From an optimization exercise on the open Yosys and OpenROAD flow, aimed at small area; shortcuts taken in it are not production practice.
Function was checked by simulation only, so behaviour that the tests miss may differ from the original.
No run shown here takes its clock network from TritonCTS; it comes from the design's own scripts or RTL.
The clock port is modelled as an ideal driver, which makes a skipped or thinned clock tree look cheaper than it is; a real chip needs a root buffer or a tree.
Power figures rest on the tool's default switching activity, not on a simulated workload.

[flow/design.v]
module audiothrough(
    clk,
    rst,
    adc_cs,
    adc_clk,
    adc_din,
    adc_dout,
    dac_cs,
    dac_clk,
    dac_sdi,
    data_out,
    x0,
    x0_neg,
    x1,
    x1_neg,
    x2,
    x2_neg,
    y1,
    y1_neg,
    y2,
    y2_neg
);
output adc_cs, adc_clk, adc_din, dac_cs, dac_clk, dac_sdi;
input clk, rst, adc_dout, x0_neg, x1_neg, x2_neg, y1_neg, y2_neg;
input [16:0] x0, x1, x2, y1, y2;
output [9:0] data_out;
reg [4:0] c;
reg [4:0] row;
reg act;         
always @ (posedge clk)
    if (rst) begin
        {row, c} <= 0;
        act <= 0;
    end else begin
        {row, c} <= ({row, c} == 10'd703) ? 10'd0 : {row, c} + 10'd1;
        if ({row, c} == 10'd703)
            act <= 1;
    end
wire busy = act && row <= 16;
assign adc_clk = c[4];
assign dac_clk = c[4];
assign adc_cs = !busy;
assign dac_cs = !busy;
assign adc_din = act && row == 0;
reg [9:0] dout_r;
assign data_out = dout_r;
reg dbit;
always @ (*)
    case (row)
        5'd4: dbit = dout_r[9];
        5'd5: dbit = dout_r[8];
        5'd6: dbit = dout_r[7];
        5'd7: dbit = dout_r[6];
        5'd8: dbit = dout_r[5];
        5'd9: dbit = dout_r[4];
        5'd10: dbit = dout_r[3];
        5'd11: dbit = dout_r[2];
        5'd12: dbit = dout_r[1];
        5'd13: dbit = dout_r[0];
        5'd2, 5'd3: dbit = 1'b1;
        default: dbit = 1'b0;
    endcase
assign dac_sdi = act && dbit;
reg [16:0] coef;
reg neg, vsel, bsel_a, bsel_b, wr_a, wr_b, swp, op;
always @ (*) begin
    coef = x0; neg = x0_neg; vsel = 0; bsel_a = 0; bsel_b = 0;
    wr_a = 0; wr_b = 0; swp = 0; op = 1;
    case (row)
        5'd17: begin coef = x0; neg = x0_neg; bsel_a = 1; wr_a = 1; end
        5'd18: begin coef = x1; neg = x1_neg; bsel_b = 1; wr_b = 1; end
        5'd19: begin coef = x0; neg = x0_neg; bsel_b = 1; wr_b = 1; end
        5'd20: begin coef = y1; neg = y1_neg; vsel = 1; bsel_b = 1; wr_b = 1; end
        5'd21: begin coef = y2; neg = y2_neg; vsel = 1; wr_a = 1; end
        5'd0:  begin coef = x2; neg = x2_neg; bsel_a = 1; wr_a = 1; end
        5'd1:  begin coef = x0; neg = !x0_neg; bsel_b = 1; wr_a = 1; swp = 1; end
        default: op = 0;
    endcase
end
reg [3:0] q;
reg pa, pw;
wire start = q == 10 && ((op && c <= 9) || (row == 17 && c == 31));
always @ (posedge clk)
    if (rst) begin
        q <= 7;
        pa <= 0;
        pw <= 0;
    end else begin
        q <= (q == 10) ? 4'd0 : q + 1;
        pa <= start || (pa && q != 9);
        pw <= (pa && q == 9) || (pw && q != 8);
    end
wire clr = pa && q == 0;
reg [10:0] rx, ra, rb;
reg [16:0] acc;
reg cy;
wire vbit = pa && (vsel ? ra[10] : rx[0]);
wire [16:0] acc_in = {acc[16:5], clr ? 5'd0 : acc[4:0]};
wire [16:0] addend = vbit ? coef : 17'd0;
wire [17:0] s;
wire [17:0] ca;
assign ca[0] = 1'b0;
genvar gi;
generate
    for (gi = 0; gi < 17; gi = gi + 1) begin : fa
        assign s[gi] = acc_in[gi] ^ addend[gi] ^ ca[gi];
        assign ca[gi+1] = (acc_in[gi] & addend[gi]) | (acc_in[gi] & ca[gi]) | (addend[gi] & ca[gi]);
    end
endgenerate
assign s[17] = ca[17];
wire p = s[0] ^ neg;
wire base = (bsel_a && ra[0]) || (bsel_b && rb[0]);
wire sum = base ^ p ^ cy;
wire cap = c == 31 && row >= 7 && row <= 16;
always @ (posedge clk) begin
    acc <= s[17:1];
    cy <= pw ? (base & p | base & cy | p & cy) : neg;
    rx <= {act && (cap ? adc_dout : rx[0]), rx[10:1]};
    ra <= {act && (pw && wr_a ? sum : ra[0]), ra[10:1]};
    rb <= {act && (pw && wr_b ? sum : (pw && swp ? ra[0] : rb[0])), rb[10:1]};
end
always @ (posedge clk)
    if (rst)
        dout_r <= 0;
    else if (row == 21 && c == 15)
        dout_r <= {rb[7:0], rb[10], rb[9]};
endmodule
[flow/flow/run.sh]
#!/bin/bash
# The standard layout (standard.sh), run on a copy of ORFS's scripts
# with these changes to how the layout is made:
#  - synthesis maps logic with an area-oriented ABC script (flow/abc.script)
#    in place of abc_speed.script, and buffers pass-through wires with
#    buf_1 in place of buf_4; the rest of the synthesis script is ORFS's
#    own, so registers and names are those of standard synthesis;
#  - each port is buffered by the smallest buffer cell (buf_1);
#  - the clock tree is built by flow/manual_cts.tcl in place of
#    clock_tree_synthesis: the clock port drives three clkbuf_16 cells,
#    each driving the clock pins of one group of nearby registers.  The
#    rest of ORFS's CTS step (placement legalisation, timing repair) runs
#    as usual.
# Each step's full output is in orfs/logs/; make's own output is in
# flow.log.
set -euo pipefail
here=$(pwd)
rm -rf "$here/orfs_scripts"
cp -r "$FLOW_HOME/scripts" "$here/orfs_scripts"
cp "$here/flow/abc.script" "$here/orfs_scripts/abc_speed.script"
python3 - "$here/orfs_scripts" "$here/flow/manual_cts.tcl" <<'PY'
import sys
scripts, manual = sys.argv[1], sys.argv[2]
def edit(name, old, new):
    path = scripts + "/" + name
    s = open(path).read()
    assert s.count(old) == 1, (name, old)
    open(path, "w").write(s.replace(old, new))
edit("cts.tcl", "log_cmd clock_tree_synthesis {*}$cts_args",
     "source " + manual + "\nmanual_cts 3 sky130_fd_sc_hd__clkbuf_16")
edit("synth.tcl", "insbuf -buf {*}$::env(MIN_BUF_CELL_AND_PORTS)",
     "insbuf -buf sky130_fd_sc_hd__buf_1 A X")
PY
export SCRIPTS_DIR="$here/orfs_scripts"
export BUFFER_PORTS_ARGS="-buffer_cell sky130_fd_sc_hd__buf_1"
bash standard.sh > flow.log 2>&1
[flow/flow/abc.script]
&get -n
&st
&deepsyn -J 200 -T 900
&dch
&nf -R 1000
&put
mfs2
strash
&get -n
&dch
&nf -R 1000
&put
topo
[flow/flow/manual_cts.tcl]
# Clock buffering by hand: the clock port drives NBUF buffers, each of
# which drives the clock pins of one group of registers, grouped by place.
proc manual_cts {nbuf master_name} {
  set block [ord::get_db_block]
  set db [ord::get_db]
  set master [$db findMaster $master_name]
  set clk [$block findNet clk]
  set sinks {}
  foreach it [$clk getITerms] {
    if {[$it isInputSignal] || [[$it getMTerm] getSigType] == "CLOCK" || [$it getIoType] == "INPUT"} {
      set box [[$it getInst] getBBox]
      lappend sinks [list $it [expr {([$box xMin] + [$box xMax]) / 2}] [expr {([$box yMin] + [$box yMax]) / 2}]]
    }
  }
  # Recursive bisection along the longer side into nbuf groups.
  set groups [list $sinks]
  while {[llength $groups] < $nbuf} {
    # split the largest group
    set bi 0; set bn 0
    for {set i 0} {$i < [llength $groups]} {incr i} {
      if {[llength [lindex $groups $i]] > $bn} { set bn [llength [lindex $groups $i]]; set bi $i }
    }
    set grp [lindex $groups $bi]
    set xs [lsort -integer [lmap s $grp {lindex $s 1}]]
    set ys [lsort -integer [lmap s $grp {lindex $s 2}]]
    set key [expr {([lindex $xs end] - [lindex $xs 0]) >= ([lindex $ys end] - [lindex $ys 0]) ? 1 : 2}]
    set grp [lsort -integer -index $key $grp]
    set h [expr {[llength $grp] / 2}]
    set groups [lreplace $groups $bi $bi [lrange $grp 0 [expr {$h - 1}]] [lrange $grp $h end]]
  }
  # Refine with a few rounds of k-means on the group centres.
  for {set it 0} {$it < 10} {incr it} {
    set cen {}
    foreach grp $groups {
      set sx 0; set sy 0
      foreach s $grp { incr sx [lindex $s 1]; incr sy [lindex $s 2] }
      lappend cen [list [expr {$sx / max(1,[llength $grp])}] [expr {$sy / max(1,[llength $grp])}]]
    }
    set newg {}
    foreach c $cen { lappend newg {} }
    foreach s $sinks {
      set bi 0; set bd -1
      for {set i 0} {$i < [llength $cen]} {incr i} {
        set c [lindex $cen $i]
        set d [expr {abs([lindex $s 1] - [lindex $c 0]) + abs([lindex $s 2] - [lindex $c 1])}]
        if {$bd < 0 || $d < $bd} { set bd $d; set bi $i }
      }
      lset newg $bi [concat [lindex $newg $bi] [list $s]]
    }
    set groups $newg
  }
  for {set g 0} {$g < $nbuf} {incr g} {
    set grp [lindex $groups $g]
    set sx 0; set sy 0
    foreach s $grp { incr sx [lindex $s 1]; incr sy [lindex $s 2] }
    set cx [expr {$sx / [llength $grp]}]
    set cy [expr {$sy / [llength $grp]}]
    set inst [odb::dbInst_create $block $master "clkbuf_manual_$g"]
    $inst setLocation $cx $cy
    $inst setPlacementStatus PLACED
    set net [odb::dbNet_create $block "clknet_manual_$g"]
    $net setSigType CLOCK
    foreach s $grp {
      set it [lindex $s 0]
      $it disconnect
      $it connect $net
    }
    [$inst findITerm A] connect $clk
    [$inst findITerm X] connect $net
  }
}
[flow/standard.sh]
#!/bin/bash
# synth_recipe.tcl (not shown) runs the flow's synth.tcl, then flattens the netlist and writes it again
# the make line also repeats each setting of config.mk as NAME=value (left out here)
make -C /OpenROAD-flow-scripts/flow DESIGN_CONFIG=/design/flow/config.mk WORK_HOME=/design/flow/orfs CLKGATE_MAP_FILE= SYNTH_SCRIPT=/design/flow/synth_recipe.tcl "${@:-finish}"
[flow/config.mk]
export PLATFORM = sky130hd
export DESIGN_NAME = audiothrough
export DESIGN_NICKNAME = audiothrough
export VERILOG_FILES = /design/flow/design.v
export SDC_FILE = /design/flow/constraint.sdc
export NUM_CORES = 4
export LEC_CHECK = 0
export CAP_MARGIN = 20
export CORE_MARGIN = 2
export CORE_UTILIZATION = 40
export SLEW_MARGIN = 20
[flow/constraint.sdc]
create_clock -name core_clock -period 20.0 [get_ports {clk}]
set_input_delay 4.0000 -clock core_clock [delete_from_list [all_inputs] [get_ports {clk}]]
set_output_delay 4.0000 -clock core_clock [all_outputs]
set_load 0.01 [all_outputs]
==> summary.md, run 1 <==
| Metric | Value |
|---|---|
| CP Data Arrival Time | `roughly 11 ns` |
| DR vias/cell | `~5.3` |
| Post-synth top area share | `0.497` |
| Syn Nets | `415` |
| Post-synthesis sequential area ratio | `0.497` |
| Final Wtd Congestion | `0.807` |
| Reg2reg end | `acc[15]` |
| RSZ-0062 raised after global routing | `no` |
| Area grow syn2layout | `21.1%` |
| Crit share post-route | `0.549` |
| Remaining global-route overflow | `0` |
| # port buffers | `between 100 and 150` |
| Cell taking the most area after synthesis | `dfxtp_1` |
| Leakage Power | `1.46 nW` |
| Post-detailed-route count of antenna-violating nets | `0` |
| Ys Warns | `1` |
| Sum Neg Setup Slack | `0 ns` |
| Filler cells | `about 760` |
| Minimum clock period | `approximately 11 ns` |
| Seq. cell area | `between 1500 and 2000 um^2` |
| Reg2reg start | `row[1]` |
| Max Fclk | `slightly above 90 MHz` |
| Post-layout net count | `~530` |
| Worst-Skew Late Latency | `0.17 ns` |
| Syn avg cell area | `roughly 10 um^2` |
| Finished Cell Area | `around 3800 um^2` |
| Synth area leaders | `dfxtp_1 50%, fa_1 11%, a222oi_1 5.4%` |
| Hold Crit Depth | `0` |
| Hold Crit Start | `rb[8]` |
| Wire per inst | `between 10 and 15 um` |
| Mapped cell area | `3140 um^2` |
| Post-CTS Resized | `0` |
| Slew Viols, Final | `0` |
| Clock Skew | `~0.028 ns` |
| Post-synthesis register bit count | `78` |
| Worst min-delay path class | `reg -> reg` |
| Pwr/cell area | `between 60 and 70 nW/um^2` |
| Setup bufs post-CTS | `0` |
| I/O pin count | `approximately 110` |
| Netlist cell types | `35` |
| Footprint of the multi-input gates | `roughly 1500 um^2` |
| First-pass GRT wire length | `around 12,000 um` |
| Slew headroom | `0.365` |
| Peak VDD IR | `45.8 uV` |
| Worst Hold Endpoint | `rb[7]` |
| Tot Pwr | `about 240 uW` |
| Core Box Area | `just under 8000 um^2` |
| Synth Instances | `300` |
| Overall routed net length | `roughly 7300 um` |
| Largest net degree at the start of global routing | `33` |
| Layout cells sized above 1 | `0.0290` |
| Category of the most critical setup path | `in -> reg` |
| Worst Path Max Fanout | `1` |
| Final setup viols | `0` |
| Number of global-route vias before repair | `about 2.4k` |
| Die W | `about 93 um` |
| Ant. Diodes | `0` |
| DRC viols | `0` |
| Initial DRC count | `roughly 230` |
| Clock transition at path regs | `roughly 0.1 ns` |
| Detailed Routing Iterations Pass 1 | `6` |
| Status | `timing/DRC/antenna clean` |
| DR vias | `around 2.7k` |
| R2R cell count | `29` |
| # Max-Cap Violations | `0` |
| DIE AREA | `around 8600 um^2` |
| Worst slew pin tran | `0.953 ns` |
| R2R setup slack | `10.78 ns` |
| Starting density of the core | `0.409` |
| Final core occ | `0.495` |
| Crit start category | `input pin` |
| Placed cell areas | `3720 um^2` |
| Initial antenna violation count | `0` |
| Detail Placement HPWL | `about 5700 um` |
| DIE HEIGHT | `92.6 um` |
| Hold_buf cts | `0` |
| FP Rows | `32` |
| Worst setup EP type | `register` |
| Required time worst endpoint | `between 20 and 25 ns` |
| All-Layer GR Usage | `0.167` |
| Final hold violations | `0` |
==> critical path, cell delays in order <==
cell and delay [ns]:
buf_1 0.07, a222oi_1 0.38, nand2_1 0.11, ha_1 0.21, fa_1 0.37, fa_1 0.38
fa_1 0.38, fa_1 0.39, fa_1 0.39, fa_1 0.38, fa_1 0.39, fa_1 0.39
fa_1 0.38, fa_1 0.39, fa_1 0.38, fa_1 0.39, fa_1 0.39, fa_1 0.39
fa_1 0.38, clkinv_1 0.07, fa_1 0.40, clkinv_1 0.05
==> Yosys cell counts <==
| library cell | count |
|---|---|
| a22oi_1 | 16 |
| a21oi_1 | 8 |
| o21ai_0 | 6 |
| and4_1 | 1 |
| a31oi_1 | 9 |
| o21bai_1 | 1 |
| nor4_1 | 3 |
| o22ai_1 | 5 |
| a21o_1 | 2 |
| nand4_1 | 1 |
| a222oi_1 | 17 |
| nor3b_1 | 2 |
| nand3b_1 | 1 |
| a211oi_1 | 3 |
| or2_0 | 1 |
| fa_1 | 17 |
| nor3_1 | 10 |
| nand2_1 | 32 |
| dfxtp_1 | 78 |
| and3_1 | 2 |
| o32a_1 | 1 |
| ha_1 | 5 |
| nand4b_1 | 1 |
| nand2b_1 | 2 |
| a32oi_1 | 2 |
| nand3_1 | 6 |
| xnor2_1 | 4 |
| a311oi_1 | 2 |
| a22o_1 | 10 |
| nor2_1 | 27 |
| clkinv_1 | 14 |
| nor2b_1 | 2 |
| buf_1 | 2 |
| xor2_1 | 1 |
| and2_0 | 6 |
==> registers in the layout (all words and copies together) (netlist names), 4 cells and up <==
register	cells
ra	11
row	5
rb	11
q	4
dout_r	10
c	5
acc	17
rx	11
==> layout make-up <==
| type | instances | area share |
|---|---|---|
| inverter | 14 | 0.0138 |
| multi-input combinational | 206 | 0.405 |
| sequential | 78 | 0.410 |
| tap | 102 | 0.0335 |
| timing repair buffer | 113 | 0.117 |
| buffer | 3 | 0.0197 |
==> per-stage QoR <==
step	worst slack, ns	instances	hold slack [ns]
2_1_floorplan	9.23	300	0.310
3_3_place_gp	9.00	512	0.310
3_5_place_dp	8.89	512	0.313
4_1_cts	8.88	515	0.313
5_1_grt	8.77	516	0.349
6_report	9.03	516	0.339
==> routing by layer <==
metal	part of all wire	vias to the layer above	track usage
met5	0	-	0
met2	0.47	73	0.265
met4	0.0075	0	0.0123
met1	0.47	1308	0.259
met3	0.052	4	0.0138
li1	-	1349	-
==> worst max-delay path by stage <==
stage,cells past startpoint,from,to,slack [ns]
finish,22,x2[0],acc[15],9.03
CTS,22,x2[0],acc[15],8.88
global route,22,x2[0],acc[15],8.77
detailed placement,22,x2[0],acc[15],8.89
floorplan,21,x2[0],acc[15],9.23
global placement,22,x2[0],acc[15],9.00
==> kinds of logic (layout without fill, tap and decap cells) <==
kind of cell	after synthesis	count (layout)	share of synthesized area
AO/OA/AOI/OAI	82	82	0.199
buffers and inverters	16	130	0.0191
XOR/XNOR	5	5	0.0139
AND/OR/NAND/NOR	97	97	0.143
adder cells (fa/ha/maj)	22	22	0.128
flip-flops	78	78	0.497
==> where the power goes <==
part	leakage [nW]	switching, mW	total [mW]	internal [mW]
combinational	0.793	0.00646	0.0137	0.00722
sequential	0.630	0.00269	0.160	0.157
clock	0.0370	0.0364	0.0640	0.0276
==> placed cells by master, fill, tap and decap left out, types with 2 or more instances in the layout <==
cell type | netlist | final
a211oi_1 | 3 | 3
a21o_1 | 2 | 2
a21oi_1 | 8 | 8
a222oi_1 | 17 | 17
a22o_1 | 10 | 10
a22oi_1 | 16 | 16
a311oi_1 | 2 | 2
a31oi_1 | 9 | 9
a32oi_1 | 2 | 2
and2_0 | 6 | 6
and3_1 | 2 | 2
buf_1 | 2 | 108
buf_4 | 0 | 4
clkbuf_16 | 0 | 3
clkinv_1 | 14 | 14
dfxtp_1 | 78 | 78
fa_1 | 17 | 17
ha_1 | 5 | 5
nand2_1 | 32 | 32
nand2b_1 | 2 | 2
nand3_1 | 6 | 6
nor2_1 | 27 | 27
nor2b_1 | 2 | 2
nor3_1 | 10 | 7
nor3_2 | 0 | 3
nor3b_1 | 2 | 2
nor4_1 | 3 | 2
o21ai_0 | 6 | 6
o22ai_1 | 5 | 5
xnor2_1 | 4 | 4
==> run 2, diff against run 1 <==
==> flow/flow/abc.script (replaced) <==
&get -n
&st
&deepsyn -J 500 -T 900
&dch
&nf -R 1000
&put
mfs2
strash
&get -n
&dch
&nf -R 1000
&put
topo
==> summary.md, run 2 <==
| Metric | Value |
|---|---|
| Met2 Wirelength | `about 3500 um` |
| Setup bufs post-CTS | `0` |
| Worst min-delay path class | `reg -> reg` |
| Cell taking the most area after synthesis | `dfxtp_1` |
| Met3 WL | `~380 um` |
| Peak VDD IR | `around 46 uV` |
| Commonest non-fill, non-tap cell in the layout | `buf_1` |
| Ys Warns | `1` |
| # Max-Cap Violations | `0` |
| Slew Viols, Final | `0` |
| Hold_buf cts | `0` |
| Post-detailed-route count of antenna-violating nets | `0` |
| R2R setup slack | `about 11 ns` |
| Post-layout net count | `531` |
| Post-synthesis sequential area ratio | `0.497` |
| Final core occ | `0.495` |
| Synth Instances | `300` |
| All-Layer GR Usage | `0.167` |
| Remaining global-route overflow | `0` |
| Post-synthesis register bit count | `78` |
| Synth Flop Type | `dfxtp_1` |
| RSZ-0062 raised after global routing | `no` |
| Detailed Routing Iterations Pass 1 | `6` |
| Status | `timing/DRC/antenna clean` |
| Post-CTS Resized | `0` |
| DR vias/cell | `~5.3` |
| Cell chain of the critical path | `buf_1, a222oi_1, nand2_1, ha_1, fa_1, fa_1, fa_1, fa_1, fa_1, fa_1, fa_1, fa_1, fa_1, fa_1, fa_1, fa_1, fa_1, fa_1, fa_1, clkinv_1, fa_1, clkinv_1` |
| Metal1 wirelength | `3410 um` |
| I/O pin count | `around 110` |
| Clock transition at path regs | `around 0.1 ns` |
| Crit start category | `input pin` |
| Syn avg cell area | `10.5 um^2` |
| Finished Cell Area | `3800 um^2` |
| Max reg flops | `17` |
| Required time worst endpoint | `20.09 ns` |
| Most frequent CP cell | `fa_1` |
| DIE AREA | `~8600 um^2` |
| Overall routed net length | `around 7300 um` |
| DR vias | `2,734` |
| Mapped cell area | `between 3000 and 4000 um^2` |
| Pwr/cell area | `62.5 nW/um^2` |
| Synth area leaders | `dfxtp_1 50%, fa_1 11%, a222oi_1 5.4%` |
| Worst Path Max Fanout | `1` |
| Clock Skew | `0.0284 ns` |
| Worst slew pin tran | `0.953 ns` |
| Final Wtd Congestion | `between 0.8 and 0.9` |
| Critical Path Slowest Stage Cell | `fa_1` |
| Layout cells sized above 1 | `0.0290` |
| Largest net degree at the start of global routing | `33` |
| DRC viols | `0` |
| Most frequent cell after synthesis | `dfxtp_1` |
| Filler cells | `758` |
| Detail Placement HPWL | `approximately 5700 um` |
| Wire per inst | `between 10 and 15 um` |
| Core Box Area | `approximately 7700 um^2` |
| Post-synth EDFFs | `0` |
| Number of global-route vias before repair | `around 2.4k` |
| Area grow syn2layout | `21.1%` |
| Worst setup EP type | `register` |
| Max Fclk | `about 91 MHz` |
| Initial antenna violation count | `0` |
| R2R cell count | `29` |
| Final hold violations | `0` |
| Top Layer Used | `met4` |
| Netlist cell types | `35` |
| CP Data Arrival Time | `11.07 ns` |
| First-pass GRT wire length | `approximately 12,000 um` |
| Sum Neg Setup Slack | `0 ns` |
| Minimum clock period | `between 10 and 15 ns` |
| Most flop-heavy register | `acc` |
| Crit share post-route | `0.549` |
| Slowest stage delay, CP | `~0.4 ns` |
| Syn Nets | `415` |
| FP Rows | `32` |
| Synth cell count leaders | `78 x dfxtp_1, 32 x nand2_1, 27 x nor2_1, 17 x a222oi_1, 17 x fa_1` |
| Initial DRC count | `229` |
| Hold Crit Depth | `0` |
| Final setup viols | `0` |
| Die W | `approximately 93 um` |
| Most frequent cells in the layout | `108 x buf_1, 78 x dfxtp_1, 32 x nand2_1` |
| Ant. Diodes | `0` |
| DIE HEIGHT | `about 93 um` |
| Leakage Power | `1.46 nW` |
| Post-synth top area share | `0.497` |
| Slew headroom | `0.365` |
| Category of the most critical setup path | `in -> reg` |
| Worst-Skew Late Latency | `0.17 ns` |
| Tot Pwr | `238 uW` |
| # port buffers | `108` |
| Starting density of the core | `0.409` |
| Fraction of registers with async set/reset | `0` |
| Placed cell areas | `between 3000 and 4000 um^2` |
## run 2: cell counts in the layout (fill, tap and decap cells not counted)
Identical to the previous run, type by type.
## run 2: kinds of logic after synthesis
| logic type | count (synthesis) | share of synthesized area |
|---|---|---|
| buf+inv | 16 | 0.0191 |
| xor+xnor | 5 | 0.0139 |
| flops | 78 | 0.497 |
| fa+ha+maj | 22 | 0.128 |
| simple gates | 97 | 0.143 |
| compound gates | 82 | 0.199 |
## run 2: report_power, final
group,total [mW],switching [mW],internal [mW]
clock,0.0640,0.0364,0.0276
sequential,0.160,0.00269,0.157
combinational,0.0137,0.00646,0.00722
## run 2: through the flow
| step | worst slack [ns] | std cells | hold WS [ns] |
|---|---|---|---|
| detailed placement | 8.89 | 512 | 0.313 |
| finish | 9.03 | 516 | 0.339 |
| floorplan | 9.23 | 300 | 0.310 |
| CTS | 8.88 | 515 | 0.313 |
| global placement | 9.00 | 512 | 0.310 |
| global route | 8.77 | 516 | 0.349 |
## run 2: worst paths after layout
path | startpoint | to
worst max-delay path | x2[0] | acc[15]
worst min-delay path | rb[8] | rb[7]
worst max register to register | row[1] | acc[15]
worst min register to register | rb[8] | rb[7]
## run 2: critical path: cells and delay by family
| kind | cells | cell delay [ns] |
|---|---|---|
| adder cells (fa/ha/maj) | 17 | 6.38 |
| AND/OR/NAND/NOR | 1 | 0.11 |
| buffers and inverters | 3 | 0.19 |
| AO/OA/AOI/OAI | 1 | 0.38 |
## run 2: cell type report
cell class,count,area (um^2),share of cell area
buffer,3,75.1,0.0197
inverter,14,52.6,0.0138
multi-input combinational,206,1540,0.405
sequential,78,1560,0.410
tap,102,128,0.0335
timing repair buffer,113,447,0.117
## run 2: layer usage
layer	up-vias	global-route usage
met3	4	0.0138
met2	73	0.265
met5	-	0
met1	1308	0.259
met4	0	0.0123
li1	1349	-
==> run 3, diff against run 2 <==
--- a/flow/flow/run.sh
+++ b/flow/flow/run.sh
@@ -7,4 +7,7 @@
 #    own, so registers and names are those of standard synthesis;
 #  - each port is buffered by the smallest buffer cell (buf_1);
+#  - right after the ports are buffered, each net that a logic cell drives
+#    into 12 or more loads gets one buf_1 (flow/buffer_fanout.tcl), so that
+#    repair_design need not upsize its driver;
 #  - the clock tree is built by flow/manual_cts.tcl in place of
 #    clock_tree_synthesis: the clock port drives three clkbuf_16 cells,
@@ -19,7 +22,7 @@
 cp -r "$FLOW_HOME/scripts" "$here/orfs_scripts"
 cp "$here/flow/abc.script" "$here/orfs_scripts/abc_speed.script"
-python3 - "$here/orfs_scripts" "$here/flow/manual_cts.tcl" <<'PY'
+python3 - "$here/orfs_scripts" "$here/flow" <<'PY'
 import sys
-scripts, manual = sys.argv[1], sys.argv[2]
+scripts, flow = sys.argv[1], sys.argv[2]
 def edit(name, old, new):
     path = scripts + "/" + name
@@ -28,7 +31,10 @@
     open(path, "w").write(s.replace(old, new))
 edit("cts.tcl", "log_cmd clock_tree_synthesis {*}$cts_args",
-     "source " + manual + "\nmanual_cts 3 sky130_fd_sc_hd__clkbuf_16")
+     "source " + flow + "/manual_cts.tcl\nmanual_cts 3 sky130_fd_sc_hd__clkbuf_16")
 edit("synth.tcl", "insbuf -buf {*}$::env(MIN_BUF_CELL_AND_PORTS)",
      "insbuf -buf sky130_fd_sc_hd__buf_1 A X")
+edit("global_place.tcl", "buffer_ports {*}[env_var_or_empty BUFFER_PORTS_ARGS]",
+     "buffer_ports {*}[env_var_or_empty BUFFER_PORTS_ARGS]\n    source " + flow
+     + "/buffer_fanout.tcl\n    buffer_high_fanout 12 sky130_fd_sc_hd__buf_1")
 PY
 export SCRIPTS_DIR="$here/orfs_scripts"
==> flow/flow/abc.script (replaced) <==
&get -n
&st
&deepsyn -J 500 -T 900
&dch
&nf -R 1000
&put
topo
==> flow/flow/buffer_fanout.tcl (new file) <==
# Buffer each net that a logic cell drives into many loads with one buf_1,
# which can drive that load, so that repair_design need not upsize the
# driver to a much larger cell.
proc buffer_high_fanout {min_fanout buf_cell} {
  set block [ord::get_db_block]
  set nets {}
  foreach net [$block getNets] {
    set st [$net getSigType]
    if {$st == "POWER" || $st == "GROUND" || $st == "CLOCK"} { continue }
    if {[llength [$net getBTerms]] > 0} { continue }
    set drv ""
    set loads 0
    foreach it [$net getITerms] {
      if {[$it isOutputSignal]} {
        set drv [[[$it getInst] getMaster] getName]
      } else {
        incr loads
      }
    }
    if {$drv == "" || $loads < $min_fanout} { continue }
    if {[string match "*df*" $drv] || [string match "*buf*" $drv]} { continue }
    lappend nets [$net getName]
  }
  foreach n $nets {
    puts "buffer_high_fanout: $n"
    insert_buffer -buffer_cell $buf_cell -net $n
  }
}
--- a/flow/config.mk
+++ b/flow/config.mk
@@ -6,6 +6,6 @@
 export NUM_CORES = 4
 export LEC_CHECK = 0
-export CAP_MARGIN = 20
+export CAP_MARGIN = 0
 export CORE_MARGIN = 2
 export CORE_UTILIZATION = 40
-export SLEW_MARGIN = 20
+export SLEW_MARGIN = 0
==> summary.md, run 3 <==
| Metric | Value |
|---|---|
| Ant. Diodes | `0` |
| Peak VDD IR | `between 40 and 50 uV` |
| Max Fclk | `between 90 and 100 MHz` |
| Finished Cell Area | `approximately 3800 um^2` |
| Worst-Skew Late Latency | `between 0.15 and 0.2 ns` |
| Synth Instances | `302` |
| Commonest non-fill, non-tap cell in the layout | `buf_1` |
| DRC viols | `0` |
| Minimum clock period | `10.87 ns` |
| Status | `timing/DRC/antenna clean` |
| Syn avg cell area | `about 10 um^2` |
| Required time worst endpoint | `20.12 ns` |
| Remaining global-route overflow | `0` |
| Netlist cell types | `37` |
| Most flop-heavy register | `acc` |
| RSZ-0062 raised after global routing | `no` |
| Worst setup EP type | `register` |
| Worst min-delay path class | `reg -> reg` |
| Most frequent cell after synthesis | `dfxtp_1` |
| Largest net degree at the start of global routing | `31` |
| Crit share post-route | `0.544` |
| Wire per inst | `between 10 and 15 um` |
| Core Box Area | `7690 um^2` |
| DIE AREA | `approximately 8600 um^2` |
| Filler cells | `733` |
| Layout cells sized above 1 | `0.0145` |
| # Max-Cap Violations | `0` |
| Die W | `92.9 um` |
| Post-synth EDFFs | `0` |
| CP Data Arrival Time | `around 11 ns` |
| Post-detailed-route count of antenna-violating nets | `0` |
| Post-layout net count | `approximately 530` |
| FP Rows | `32` |
| Non-filler cells, final | `516` |
| Clock transition at path regs | `0.10 ns` |
| Most frequent cells in the layout | `108 x buf_1, 78 x dfxtp_1, 34 x nand2_1` |
| # port buffers | `roughly 110` |
| Synth area leaders | `dfxtp_1 49%, fa_1 11%, a22oi_1 5.5%` |
| Final Wtd Congestion | `approximately 0.82` |
| DR vias | `2,750` |
| Synth Flop Type | `dfxtp_1` |
| All-Layer GR Usage | `0.161` |
| Final Worst Setup Slack | `around 9.1 ns` |
| Mapped cell area | `about 3200 um^2` |
| Leakage Power | `~1.5 nW` |
| I/O pin count | `around 110` |
| Post-synthesis sequential area ratio | `0.494` |
| Final setup viols | `0` |
| Slew headroom | `0.403` |
| DP Worst Slack | `8.95 ns` |
| First-pass GRT wire length | `~11,000 um` |
| Post-synth top area share | `0.494` |
| Sum Neg Setup Slack | `0 ns` |
| Fraction of registers with async set/reset | `0` |
| Detail Placement HPWL | `roughly 5700 um` |
| Area grow syn2layout | `19.7%` |
| Post-CTS Resized | `0` |
| Overall routed net length | `roughly 7400 um` |
| Dpl cells | `between 500 and 600` |
| Crit start category | `input pin` |
| Detailed Routing Iterations Pass 1 | `9` |
| DR vias/cell | `5.33` |
| Hold_buf cts | `0` |
| Starting density of the core | `0.411` |
| Max reg flops | `17` |
| Final hold violations | `0` |
| Syn Nets | `about 420` |
| Number of global-route vias before repair | `2,293` |
| Cell taking the most area after synthesis | `dfxtp_1` |
| Ys Warns | `1` |
| Initial DRC count | `around 160` |
| Setup bufs post-CTS | `0` |
| Tot Pwr | `between 200 and 250 uW` |
| Clock Skew | `0.0206 ns` |
| Post-synthesis register bit count | `78` |
| Slew Viols, Final | `0` |
| Worst slew pin tran | `0.888 ns` |
| DIE HEIGHT | `approximately 93 um` |
| Pwr/cell area | `about 62 nW/um^2` |
| Worst Path Max Fanout | `1` |
| Placed cell areas | `between 3000 and 4000 um^2` |
| Initial antenna violation count | `0` |
| Category of the most critical setup path | `in -> reg` |
| Final core occ | `0.492` |
| WHS | `around 0.33 ns` |
| Synth cell count leaders | `78 x dfxtp_1, 34 x nand2_1, 23 x a22oi_1, 17 x fa_1, 17 x nor2_1` |
[run 3: cell count changes in the layout (fill, tap and decap cells not counted), sizes merged, moves of 2 or more]
cell    before  now
nor2        27   17
and3         2    7
buf        113  111
and2         6    8
o22ai        5    3
a21oi        8   11
a22oi       16   23
a222oi      17   10
nand3        6    9
nand2       32   34
nand2b       2    0
[run 3: path summary, 6_finish.rpt]
kind / startpoint / end / slack [ns] / cells after the start
min: rx[10] / rx[9] / 0.33 / 0
min reg2reg: rx[10] / rx[9] / 0.33 / 0
max reg2reg: row[1] / acc[15] / 10.52 / 28
max: y2[0] / acc[15] / 9.13 / 22
[run 3: worst max-delay path, stage by stage]
cell and delay, ns:
buf_1 0.07, a222oi_1 0.33, nand2_1 0.11, ha_1 0.20
fa_1 0.37, fa_1 0.38, fa_1 0.38, fa_1 0.38
fa_1 0.38, fa_1 0.38, fa_1 0.39, fa_1 0.38
fa_1 0.39, fa_1 0.39, fa_1 0.39, fa_1 0.39
fa_1 0.39, fa_1 0.39, fa_1 0.37, clkinv_1 0.06
fa_1 0.40, clkinv_1 0.05
[run 3: routing by layer]
layer,part of all wire,vias to the layer above,track usage
met5,0,-,0
met4,0.014,0,0.0135
met3,0.044,11,0.00976
met2,0.48,68,0.255
met1,0.46,1325,0.253
li1,-,1346,-
[run 3: cells by family after synthesis]
group,Yosys count,share of synthesized area
compound gates,89,0.208
xor+xnor,5,0.0139
fa+ha+maj,22,0.128
buf+inv,15,0.0178
flops,78,0.494
simple gates,93,0.139
[run 3: cell type report]
| type | instances | area [um^2] | share of cell area |
|---|---|---|---|
| Multi-Input combinational cell | 209 | 1540 | 0.408 |
| Tap cell | 102 | 128 | 0.0337 |
| Buffer | 3 | 75.1 | 0.0198 |
| Timing Repair Buffer | 111 | 428 | 0.113 |
| Inverter | 13 | 48.8 | 0.0129 |
| Sequential cell | 78 | 1560 | 0.413 |
[run 3: where the power goes]
part / total [mW] / internal (mW) / switching [mW] / leakage (nW)
registers: 0.160 / 0.157 / 0.00253 / 0.630
logic: 0.0132 / 0.00737 / 0.00586 / 0.793
clock network: 0.0632 / 0.0275 / 0.0357 / 0.0370
total: 0.236 / 0.192 / 0.0441 / 1.46
==> run 4, diff against run 3 <==
--- a/flow/design.v
+++ b/flow/design.v
@@ -26,37 +26,39 @@
 output [9:0] data_out;
 reg [4:0] c;
-reg [4:0] row;
+reg [4:0] r;     
 reg act;         
+wire [10:0] t_inc = {1'b0, r, c} + 11'd1;
+wire frame_end = t_inc[10];      
 always @ (posedge clk)
     if (rst) begin
-        {row, c} <= 0;
+        {r, c} <= 10'd320;
         act <= 0;
     end else begin
-        {row, c} <= ({row, c} == 10'd703) ? 10'd0 : {row, c} + 10'd1;
-        if ({row, c} == 10'd703)
+        {r, c} <= frame_end ? 10'd320 : t_inc[9:0];
+        if (frame_end)
             act <= 1;
     end
-wire busy = act && row <= 16;
+wire busy = act && r <= 26;      
 assign adc_clk = c[4];
 assign dac_clk = c[4];
 assign adc_cs = !busy;
 assign dac_cs = !busy;
-assign adc_din = act && row == 0;
+assign adc_din = act && r == 10;
 reg [9:0] dout_r;
 assign data_out = dout_r;
 reg dbit;
 always @ (*)
-    case (row)
-        5'd4: dbit = dout_r[9];
-        5'd5: dbit = dout_r[8];
-        5'd6: dbit = dout_r[7];
-        5'd7: dbit = dout_r[6];
-        5'd8: dbit = dout_r[5];
-        5'd9: dbit = dout_r[4];
-        5'd10: dbit = dout_r[3];
-        5'd11: dbit = dout_r[2];
-        5'd12: dbit = dout_r[1];
-        5'd13: dbit = dout_r[0];
-        5'd2, 5'd3: dbit = 1'b1;
+    case (r)
+        5'd14: dbit = dout_r[9];
+        5'd15: dbit = dout_r[8];
+        5'd16: dbit = dout_r[7];
+        5'd17: dbit = dout_r[6];
+        5'd18: dbit = dout_r[5];
+        5'd19: dbit = dout_r[4];
+        5'd20: dbit = dout_r[3];
+        5'd21: dbit = dout_r[2];
+        5'd22: dbit = dout_r[1];
+        5'd23: dbit = dout_r[0];
+        5'd12, 5'd13: dbit = 1'b1;
         default: dbit = 1'b0;
     endcase
@@ -67,12 +69,12 @@
     coef = x0; neg = x0_neg; vsel = 0; bsel_a = 0; bsel_b = 0;
     wr_a = 0; wr_b = 0; swp = 0; op = 1;
-    case (row)
-        5'd17: begin coef = x0; neg = x0_neg; bsel_a = 1; wr_a = 1; end
-        5'd18: begin coef = x1; neg = x1_neg; bsel_b = 1; wr_b = 1; end
-        5'd19: begin coef = x0; neg = x0_neg; bsel_b = 1; wr_b = 1; end
-        5'd20: begin coef = y1; neg = y1_neg; vsel = 1; bsel_b = 1; wr_b = 1; end
-        5'd21: begin coef = y2; neg = y2_neg; vsel = 1; wr_a = 1; end
-        5'd0:  begin coef = x2; neg = x2_neg; bsel_a = 1; wr_a = 1; end
-        5'd1:  begin coef = x0; neg = !x0_neg; bsel_b = 1; wr_a = 1; swp = 1; end
+    case (r)             
+        5'd27: begin coef = x0; neg = x0_neg; bsel_a = 1; wr_a = 1; end
+        5'd28: begin coef = x1; neg = x1_neg; bsel_b = 1; wr_b = 1; end
+        5'd29: begin coef = x0; neg = x0_neg; bsel_b = 1; wr_b = 1; end
+        5'd30: begin coef = y1; neg = y1_neg; vsel = 1; bsel_b = 1; wr_b = 1; end
+        5'd31: begin coef = y2; neg = y2_neg; vsel = 1; wr_a = 1; end
+        5'd10: begin coef = x2; neg = x2_neg; bsel_a = 1; wr_a = 1; end
+        5'd11: begin coef = x0; neg = !x0_neg; bsel_b = 1; wr_a = 1; swp = 1; end
         default: op = 0;
     endcase
@@ -80,5 +82,5 @@
 reg [3:0] q;
 reg pa, pw;
-wire start = q == 10 && ((op && c <= 9) || (row == 17 && c == 31));
+wire start = q == 10 && ((op && c <= 9) || (r == 27 && c == 31));
 always @ (posedge clk)
     if (rst) begin
@@ -112,5 +114,5 @@
 wire base = (bsel_a && ra[0]) || (bsel_b && rb[0]);
 wire sum = base ^ p ^ cy;
-wire cap = c == 31 && row >= 7 && row <= 16;
+wire cap = c == 31 && r >= 17 && r <= 26;    
 always @ (posedge clk) begin
     acc <= s[17:1];
@@ -123,5 +125,5 @@
     if (rst)
         dout_r <= 0;
-    else if (row == 21 && c == 15)
+    else if (r == 31 && c == 15)
         dout_r <= {rb[7:0], rb[10], rb[9]};
 endmodule
==> summary.md, run 4 <==
| Metric | Value |
|---|---|
| Core Box Area | `7650 um^2` |
| All-Layer GR Usage | `0.158` |
| Ant. Diodes | `0` |
| Wire per inst | `between 10 and 15 um` |
| Category of the most critical setup path | `in -> reg` |
| Minimum clock period | `10.91 ns` |
| Detail Placement HPWL | `between 5000 and 6000 um` |
| Most used routing layer | `met2` |
| Required time worst endpoint | `a little over 20 ns` |
| Worst slew pin tran | `0.812 ns` |
| DIE AREA | `between 8000 and 9000 um^2` |
| Cell taking the most area after synthesis | `dfxtp_1` |
| Initial antenna violation count | `0` |
| Synth area leaders | `dfxtp_1 50%, fa_1 11%, nand2_1 6.2%` |
| DIE HEIGHT | `92.5 um` |
| Mapped cell area | `around 3100 um^2` |
| Overall routed net length | `a little under 7000 um` |
| Leakage Power | `1.45 nW` |
| Slew headroom | `0.459` |
| Hold_buf cts | `0` |
| I/O pin count | `roughly 110` |
| Netlist cell types | `36` |
| Crit path launch | `y2[0]` |
| Post-synth EDFFs | `0` |
| Pwr/cell area | `roughly 63 nW/um^2` |
| Worst setup EP type | `register` |
| DRC viols | `0` |
| Ys Warns | `1` |
| Detailed Routing Iterations Pass 1 | `9` |
| Post-synth top area share | `0.498` |
| DR vias | `~2.7k` |
| First-pass GRT wire length | `around 11,000 um` |
| Worst Path Max Fanout | `1` |
| Worst-Skew Late Latency | `0.18 ns` |
| DR vias/cell | `~5` |
| Met2 Track Usage GR | `0.279` |
| Most frequent cell after synthesis | `dfxtp_1` |
| Synth Flop Type | `dfxtp_1` |
| Area grow syn2layout | `20.4%` |
| Peak VDD IR | `between 40 and 50 uV` |
| Post-detailed-route count of antenna-violating nets | `0` |
| Crit share post-route | `0.545` |
| Hold Crit Start | `rb[5]` |
| RSZ-0062 raised after global routing | `no` |
| Layout cells sized above 1 | `0.0189` |
| Final setup viols | `0` |
| Reg2reg start | `r[0]` |
| Filler cells | `roughly 750` |
| Remaining global-route overflow | `0` |
| Initial DRC count | `roughly 130` |
| Max reg flops | `17` |
| Status | `timing/DRC/antenna clean` |
| Post-synthesis sequential area ratio | `0.498` |
| Setup bufs post-CTS | `0` |
| Max Fclk | `a little over 90 MHz` |
| Worst min-delay path class | `reg -> reg` |
| Slew Viols, Final | `0` |
| WHS | `0.330 ns` |
| Die W | `just over 90 um` |
| Final Worst Setup Slack | `9.09 ns` |
| FP Rows | `32` |
| Syn Nets | `between 400 and 500` |
| GR Util met1 | `0.221` |
| Sum Neg Setup Slack | `0 ns` |
| Largest net degree at the start of global routing | `33` |
| Starting density of the core | `0.410` |
| CP Data Arrival Time | `about 11 ns` |
| Most frequent cells in the layout | `108 x buf_1, 78 x dfxtp_1, 52 x nand2_1` |
| # Max-Cap Violations | `0` |
| Crit start category | `input pin` |
| Post-layout net count | `approximately 540` |
| # port buffers | `108` |
| Met3 GRT Util | `0.0106` |
| Post-CTS Resized | `0` |
| Clock transition at path regs | `between 0.1 and 0.15 ns` |
| Number of global-route vias before repair | `roughly 2.5k` |
| Final Wtd Congestion | `approximately 0.77` |
| Synth Instances | `slightly above 300` |
| Clock Skew | `approximately 0.032 ns` |
| Most flop-heavy register | `acc` |
| DP Worst Slack | `8.89 ns` |
| Final hold violations | `0` |
| Post-synthesis register bit count | `approximately 80` |
| Fraction of registers with async set/reset | `0` |
| Commonest non-fill, non-tap cell in the layout | `buf_1` |
| Synth cell count leaders | `78 x dfxtp_1, 52 x nand2_1, 20 x nor2_1, 18 x nand3_1` |
| Syn avg cell area | `just over 10 um^2` |
run 4: changes by cell type after synthesis, moves of 5 or more:
cell	change
nand2b_1	+5
nand2_1	+18
a22oi_1	-23
nand3_1	+9
a222oi_1	+7
run 4: logic make-up after synthesis:
kind of cell	Yosys count	share of synthesized area
AO/OA/AOI/OAI	66	0.156
XOR/XNOR	3	0.00838
adder cells (fa/ha/maj)	22	0.129
buffers and inverters	12	0.0144
flip-flops	78	0.498
multiplexers	2	0.00679
AND/OR/NAND/NOR	127	0.188
run 4: worst max-delay path, cell delays in order:
cell	delay, ns
buf_1	0.07
a222oi_1	0.29
nand3_1	0.12
ha_1	0.20
fa_1	0.38
fa_1	0.38
fa_1	0.38
fa_1	0.38
fa_1	0.40
fa_1	0.39
fa_1	0.39
fa_1	0.38
fa_1	0.39
fa_1	0.39
fa_1	0.39
fa_1	0.39
fa_1	0.39
fa_1	0.39
fa_1	0.37
clkinv_1	0.07
fa_1	0.41
clkinv_1	0.05
run 4: through the flow:
stage | power (mW) | utilization | area, um^2 | cells
finish | 0.238 | 0.493 | 3770 | 526
global placement | 0.175 | 0.483 | 3700 | 523
global route | 0.247 | 0.493 | 3770 | 526
floorplan | 0.168 | - | 3130 | 310
detailed placement | 0.176 | 0.483 | 3700 | 523
CTS | 0.227 | 0.493 | 3770 | 526
run 4: power by group:
part	internal, mW	switching (mW)
Clock	0.0276	0.0385
Sequential	0.157	0.00252
Combinational	0.00664	0.00569
Total	0.192	0.0467
run 4: layout make-up:
type	count	area (um^2)	share of cell area
buffer	3	75.1	0.0199
inverter	10	37.5	0.00995
multi-input combinational	220	1530	0.405
sequential	78	1560	0.414
tap	102	128	0.0338
timing repair buffer	113	443	0.117
run 4: routing by layer:
layer,part of all wire,vias up
met5,0,-
met4,0.0073,0
met3,0.059,4
met2,0.48,88
met1,0.45,1249
li1,-,1351
run 4: worst paths after layout:
path	depth (start not counted)	slack [ns]	endpoint
worst max-delay path	22	9.09	acc[15]
worst min-delay path	0	0.33	rb[4]
worst max register to register	25	11.62	acc[15]
worst min register to register	0	0.33	rb[4]
==> run 5, diff against run 4 <==
--- a/flow/flow/run.sh
+++ b/flow/flow/run.sh
@@ -7,7 +7,4 @@
 #    own, so registers and names are those of standard synthesis;
 #  - each port is buffered by the smallest buffer cell (buf_1);
-#  - right after the ports are buffered, each net that a logic cell drives
-#    into 12 or more loads gets one buf_1 (flow/buffer_fanout.tcl), so that
-#    repair_design need not upsize its driver;
 #  - the clock tree is built by flow/manual_cts.tcl in place of
 #    clock_tree_synthesis: the clock port drives three clkbuf_16 cells,
@@ -22,7 +19,7 @@
 cp -r "$FLOW_HOME/scripts" "$here/orfs_scripts"
 cp "$here/flow/abc.script" "$here/orfs_scripts/abc_speed.script"
-python3 - "$here/orfs_scripts" "$here/flow" <<'PY'
+python3 - "$here/orfs_scripts" "$here/flow/manual_cts.tcl" <<'PY'
 import sys
-scripts, flow = sys.argv[1], sys.argv[2]
+scripts, manual = sys.argv[1], sys.argv[2]
 def edit(name, old, new):
     path = scripts + "/" + name
@@ -31,10 +28,7 @@
     open(path, "w").write(s.replace(old, new))
 edit("cts.tcl", "log_cmd clock_tree_synthesis {*}$cts_args",
-     "source " + flow + "/manual_cts.tcl\nmanual_cts 3 sky130_fd_sc_hd__clkbuf_16")
+     "source " + manual + "\nmanual_cts 3 sky130_fd_sc_hd__clkbuf_16")
 edit("synth.tcl", "insbuf -buf {*}$::env(MIN_BUF_CELL_AND_PORTS)",
      "insbuf -buf sky130_fd_sc_hd__buf_1 A X")
-edit("global_place.tcl", "buffer_ports {*}[env_var_or_empty BUFFER_PORTS_ARGS]",
-     "buffer_ports {*}[env_var_or_empty BUFFER_PORTS_ARGS]\n    source " + flow
-     + "/buffer_fanout.tcl\n    buffer_high_fanout 12 sky130_fd_sc_hd__buf_1")
 PY
 export SCRIPTS_DIR="$here/orfs_scripts"
--- a/flow/config.mk
+++ b/flow/config.mk
@@ -6,6 +6,6 @@
 export NUM_CORES = 4
 export LEC_CHECK = 0
-export CAP_MARGIN = 0
+export CAP_MARGIN = 20
 export CORE_MARGIN = 2
 export CORE_UTILIZATION = 40
-export SLEW_MARGIN = 0
+export SLEW_MARGIN = 20
removed: flow/flow/buffer_fanout.tcl
==> summary.md, run 5 <==
| Metric | Value |
|---|---|
| Initial DRC count | `145` |
| Initial antenna violation count | `0` |
| WHS | `0.309 ns` |
| Most frequent cells in the layout | `108 x buf_1, 78 x dfxtp_1, 52 x nand2_1` |
| Xor/xnor share of the synthesized area | `0.00838` |
| Status | `timing/DRC/antenna clean` |
| Worst setup EP type | `register` |
| Ant. Diodes | `0` |
| Post-synth EDFFs | `0` |
| Minimum clock period | `10.89 ns` |
| Max reg flops | `17` |
| Slew Viols, Final | `0` |
| Synth Flop Type | `dfxtp_1` |
| Post-detailed-route count of antenna-violating nets | `0` |
| Commonest non-fill, non-tap cell in the layout | `buf_1` |
| Synth cell count leaders | `78 x dfxtp_1, 52 x nand2_1, 20 x nor2_1, 18 x nand3_1` |
| Clock Skew | `0.0263 ns` |
| Synth area leaders | `dfxtp_1 50%, fa_1 11%, nand2_1 6.2%` |
| I/O pin count | `approximately 110` |
| Crit start category | `input pin` |
| Syn Nets | `approximately 430` |
| Hold_buf cts | `0` |
| Synth Instances | `between 300 and 400` |
| # port buffers | `108` |
| Crit share post-route | `0.545` |
| Slew headroom | `0.450` |
| Worst Path Max Fanout | `1` |
| Dpl cells | `between 500 and 600` |
| Non-filler cells, final | `523` |
| All-Layer GR Usage | `0.153` |
| Final hold violations | `0` |
| Simple-Gate Fraction of Synth Area | `0.188` |
| DP Worst Slack | `between 8 and 9 ns` |
| Max Fclk | `slightly above 90 MHz` |
| Most flop-heavy register | `acc` |
| Post-synthesis sequential area ratio | `0.498` |
| Final Worst Setup Slack | `9.11 ns` |
| Number of global-route vias before repair | `roughly 2.4k` |
| Worst min-delay path class | `reg -> reg` |
| Cell taking the most area after synthesis | `dfxtp_1` |
| Worst-Skew Late Latency | `~0.17 ns` |
| Syn avg cell area | `between 10 and 15 um^2` |
| Detailed Routing Iterations Pass 1 | `7` |
| Die W | `approximately 93 um` |
| Layout cells sized above 1 | `0.0238` |
| Wire per inst | `12.9 um` |
| Main combinational cell family by area after synthesis | `simple AND/OR/NAND/NOR gates` |
| Post-synth top area share | `0.498` |
| Post-synthesis register bit count | `about 80` |
| Fraction of registers with async set/reset | `0` |
| Netlist cell types | `36` |
| Pwr/cell area | `62.4 nW/um^2` |
| CP Data Arrival Time | `between 10 and 15 ns` |
| Leakage Power | `approximately 1.5 nW` |
| Final Wtd Congestion | `roughly 0.77` |
| Overall routed net length | `6740 um` |
| FP Rows | `32` |
| # Max-Cap Violations | `0` |
| Remaining global-route overflow | `0` |
| DIE HEIGHT | `about 90 um` |
| Mapped cell area | `3130 um^2` |
| Adder-cell share of the synthesized area | `0.129` |
| Core Box Area | `7650 um^2` |
| First-pass GRT wire length | `about 11,000 um` |
| Post-layout net count | `~540` |
| Clock transition at path regs | `0.11 ns` |
| Category of the most critical setup path | `in -> reg` |
| Filler cells | `707` |
| DRC viols | `0` |
| Detail Placement HPWL | `5110 um` |
| DIE AREA | `approximately 8600 um^2` |
| DR vias/cell | `5.10` |
| Mux contribution to synthesized area | `0.00679` |
| Starting density of the core | `0.410` |
| Post-CTS Resized | `0` |
| Compound-cell area share of the yosys netlist | `0.156` |
| Most frequent cell after synthesis | `dfxtp_1` |
| Worst slew pin tran | `roughly 0.82 ns` |
| Area grow syn2layout | `21.1%` |
| DR vias | `roughly 2.7k` |
| Setup bufs post-CTS | `0` |
| Required time worst endpoint | `20.11 ns` |
| Ys Warns | `1` |
| RSZ-0062 raised after global routing | `no` |
| Sum Neg Setup Slack | `0 ns` |
| Final setup viols | `0` |
| Largest net degree at the start of global routing | `32` |
| Peak VDD IR | `roughly 43 uV` |
run 5: power breakdown:
part           switching, mW  total, mW  internal [mW]
clock network         0.0372     0.0648         0.0276
logic                0.00557     0.0122        0.00664
registers            0.00255      0.160          0.157
run 5: cell type report:
class | instances | area, um^2 | area share
plain buffers | 3 | 75.1 | 0.0198
flip-flops and latches | 78 | 1560 | 0.411
repair buffers | 110 | 420 | 0.111
multi-input cells | 220 | 1570 | 0.414
inverters | 10 | 37.5 | 0.00989
well taps | 102 | 128 | 0.0336
run 5: critical path, cell delays in order:
cell	delay (ns)
buf_1	0.07
a222oi_1	0.31
nand3_1	0.12
ha_1	0.20
fa_1	0.38
fa_1	0.38
fa_1	0.38
fa_1	0.38
fa_1	0.38
fa_1	0.38
fa_1	0.38
fa_1	0.39
fa_1	0.39
fa_1	0.38
fa_1	0.39
fa_1	0.40
fa_1	0.39
fa_1	0.40
fa_1	0.37
clkinv_1	0.06
fa_1	0.40
clkinv_1	0.05
run 5: per-layer routing:
layer	up-vias	wire length [um]	track usage
met5	-	0	0
met4	0	49	0.0112
met3	4	347	0.0122
met2	71	3210	0.259
met1	1252	3130	0.224
li1	1341	-	-
run 5: logic make-up after synthesis:
kind of cell	Yosys count
AO/OA/AOI/OAI	66
XOR/XNOR	3
adder cells (fa/ha/maj)	22
buffers and inverters	12
flip-flops	78
multiplexers	2
AND/OR/NAND/NOR	127
run 5: worst paths after layout:
kind,from,end,slack [ns],cells after the start
min reg2reg,ra[8],ra[7],0.31,0
max reg2reg,r[0],acc[15],11.62,24
max,y2[0],acc[15],9.11,22
min,ra[8],ra[7],0.31,0
run 5: stage by stage:
step | cell area [um^2] | util | power (mW)
floorplan | 3130 | - | 0.168
global placement | 3690 | 0.483 | 0.175
detailed placement | 3690 | 0.483 | 0.176
CTS | 3770 | 0.493 | 0.226
global route | 3790 | 0.496 | 0.248
finish | 3790 | 0.496 | 0.237
==> run 6, diff against run 5 <==
--- a/flow/config.mk
+++ b/flow/config.mk
@@ -6,6 +6,6 @@
 export NUM_CORES = 4
 export LEC_CHECK = 0
-export CAP_MARGIN = 20
+export CAP_MARGIN = 0
 export CORE_MARGIN = 2
 export CORE_UTILIZATION = 40
-export SLEW_MARGIN = 20
+export SLEW_MARGIN = 0
==> summary.md, run 6 <==
| Metric | Value |
|---|---|
| Status | `timing/DRC/antenna clean` |
| Post-CTS Resized | `0` |
| Netlist cell types | `36` |
| RSZ-0062 raised after global routing | `no` |
| Slew headroom | `0.253` |
| Worst min-delay path class | `reg -> reg` |
| Pwr/cell area | `62.8 nW/um^2` |
| DR vias/cell | `roughly 5.1` |
| Hold Crit Depth | `0` |
| Critical Path Slowest Stage Cell | `fa_1` |
| Peak VDD IR | `approximately 43 uV` |
| Post-synthesis sequential area ratio | `0.498` |
| Setup bufs post-CTS | `0` |
| Largest net degree at the start of global routing | `32` |
| Post-layout net count | `537` |
| Max reg flops | `17` |
| Worst Path Max Fanout | `1` |
| FP Rows | `32` |
| Area grow syn2layout | `20.2%` |
| Syn Nets | `425` |
| Max Fclk | `between 90 and 100 MHz` |
| Final setup viols | `0` |
| Post-detailed-route count of antenna-violating nets | `0` |
| All-Layer GR Usage | `0.153` |
| Sum Neg Setup Slack | `0 ns` |
| Placed cell areas | `around 3700 um^2` |
| Hold Crit Start | `ra[8]` |
| Final Worst Setup Slack | `between 9 and 10 ns` |
| Kind of cell adding the most delay to the critical path | `adder cells` |
| Initial antenna violation count | `0` |
| Most flop-heavy register | `acc` |
| Category of the most critical setup path | `in -> reg` |
| CP Data Arrival Time | `roughly 11 ns` |
| Core Box Area | `between 7000 and 8000 um^2` |
| Most frequent cells in the layout | `108 x buf_1, 78 x dfxtp_1, 52 x nand2_1` |
| First-pass GRT wire length | `11,100 um` |
| Post-synthesis register bit count | `78` |
| Mapped cell area | `approximately 3100 um^2` |
| Minimum clock period | `~11 ns` |
| I/O pin count | `between 100 and 150` |
| Detail Placement HPWL | `approximately 5100 um` |
| Synth cell count leaders | `78 x dfxtp_1, 52 x nand2_1, 20 x nor2_1, 18 x nand3_1` |
| Layout cells sized above 1 | `0.0214` |
| Leakage Power | `approximately 1.4 nW` |
| DP Worst Slack | `between 8 and 9 ns` |
| Post-synth top area share | `0.498` |
| Overall routed net length | `between 6000 and 7000 um` |
| Wire per inst | `12.8 um` |
| R2R setup slack | `~12 ns` |
| Crit share post-route | `0.545` |
| DRC viols | `0` |
| Final core occ | `0.493` |
| Most frequent cell after synthesis | `dfxtp_1` |
| # port buffers | `108` |
| Commonest non-fill, non-tap cell in the layout | `buf_1` |
| Synth area leaders | `dfxtp_1 50%, fa_1 11%, nand2_1 6.2%` |
| Ys Warns | `1` |
| Worst setup EP type | `register` |
| DIE HEIGHT | `approximately 93 um` |
| Slowest stage delay, CP | `0.40 ns` |
| Synth Flop Type | `dfxtp_1` |
| Fraction of registers with async set/reset | `0` |
| Final Wtd Congestion | `roughly 0.77` |
| Number of global-route vias before repair | `~2.4k` |
| Syn avg cell area | `10.1 um^2` |
| Required time worst endpoint | `around 20 ns` |
| Crit start category | `input pin` |
| Clock Skew | `0.0256 ns` |
| Die W | `92.5 um` |
| Post-synth EDFFs | `0` |
| Clock transition at path regs | `between 0.1 and 0.15 ns` |
| Critical Path Stages | `22` |
| Initial DRC count | `between 150 and 200` |
| R2R cell count | `24` |
| Finished Cell Area | `between 3000 and 4000 um^2` |
| Ant. Diodes | `0` |
| Most frequent CP cell | `fa_1` |
| Final hold violations | `0` |
| Reg2reg end | `acc[15]` |
| Remaining global-route overflow | `0` |
| Tot Pwr | `about 240 uW` |
| Worst-Skew Late Latency | `around 0.17 ns` |
| Synth Instances | `between 300 and 400` |
| Reg2reg start | `r[0]` |
| Cell taking the most area after synthesis | `dfxtp_1` |
| Detailed Routing Iterations Pass 1 | `8` |
| DIE AREA | `8560 um^2` |
| Worst slew pin tran | `about 1.1 ns` |
| Starting density of the core | `0.410` |
| Slew Viols, Final | `0` |
| # Max-Cap Violations | `0` |
| Worst Hold Endpoint | `ra[7]` |
| Crit path buffers/inverters | `3` |
| DR vias | `roughly 2.7k` |
| Cell chain of the critical path | `buf_1, a222oi_1, nand3_1, ha_1, fa_1, fa_1, fa_1, fa_1, fa_1, fa_1, fa_1, fa_1, fa_1, fa_1, fa_1, fa_1, fa_1, fa_1, fa_1, clkinv_1, fa_1, clkinv_1` |
| Hold_buf cts | `0` |
## run 6: where the power goes
group          internal (mW)  leakage [nW]  switching (mW)
registers              0.157         0.630         0.00253
logic                0.00664         0.769         0.00558
clock network         0.0276        0.0370          0.0370
total                  0.192          1.44          0.0451
## run 6: logic make-up after synthesis
logic type               share of synthesized area
adder cells (fa/ha/maj)                      0.129
multiplexers                               0.00679
buffers and inverters                       0.0144
AO/OA/AOI/OAI                                0.156
flip-flops                                   0.498
AND/OR/NAND/NOR                              0.188
XOR/XNOR                                   0.00838
## run 6: worst max-delay path by stage
stage,slack [ns],endpoint,startpoint
after floorplan,9.19,acc[15],y2[0]
after global placement,8.99,acc[15],y2[0]
after detailed placement,8.91,acc[15],y2[0]
after CTS,8.90,acc[15],y2[0]
after global routing,8.81,acc[15],y2[0]
final,9.09,acc[15],x1[0]
## run 6: stage by stage
stage                     hold slack [ns]  cells
after floorplan                     0.310    310
after global placement              0.311    519
after detailed placement            0.312    519
after CTS                           0.312    522
after global routing                0.321    522
final                               0.309    522
## run 6: final cells by class
class                   count  area, um^2
multi-input cells         220        1550
plain buffers               3        75.1
fillers                   711        3880
inverters                  10        37.5
flip-flops and latches     78        1560
well taps                 102         128
repair buffers            109         413
## run 6: per-layer routing
metal	global-route usage	wire length, um
met5	0	0
met4	0.0112	49
met3	0.0122	341
met2	0.259	3160
met1	0.224	3140

port drivers added, routing unchanged:
How much do the figures lean on ideal ports? The routed layouts below were timed once more, with nothing changed but the port constraints. Step 1 assumes that a clkbuf_16 drives the clock port and a buf_2 every other input. Step 2 adds t to the input delays and takes it off the output delays; t is the mean of the earliest and latest rising clock arrival at the registers after step 1. Input paths then give back, and output paths get back, about the clock's delay inside the block. Three values: ideal ports, drivers, drivers and shift; two values: the first two.
run	t (ns)	setup WS [ns]	clock arrival spread, ns	worst slew at a driven data input, ns	cell pins on the clock port's net
run 1	0.218	9.029 / 9.071 / 8.853	0.029 / 0.029	0.04	3
run 2	0.218	9.029 / 9.071 / 8.853	0.029 / 0.029	0.04	3
run 3	0.223	9.129 / 9.177 / 8.954	0.021 / 0.021	0.05	3
run 4	0.224	9.093 / 9.136 / 8.912	0.034 / 0.034	0.04	3
run 5	0.221	9.108 / 9.149 / 8.928	0.026 / 0.026	0.04	3
run 6	0.221	9.093 / 9.136 / 8.915	0.026 / 0.026	0.04	3
After both steps every run listed still meets setup and hold. The setup slack of run 4, which loses most, moves by +0.043 ns with the drivers and by -0.181 ns with both steps.
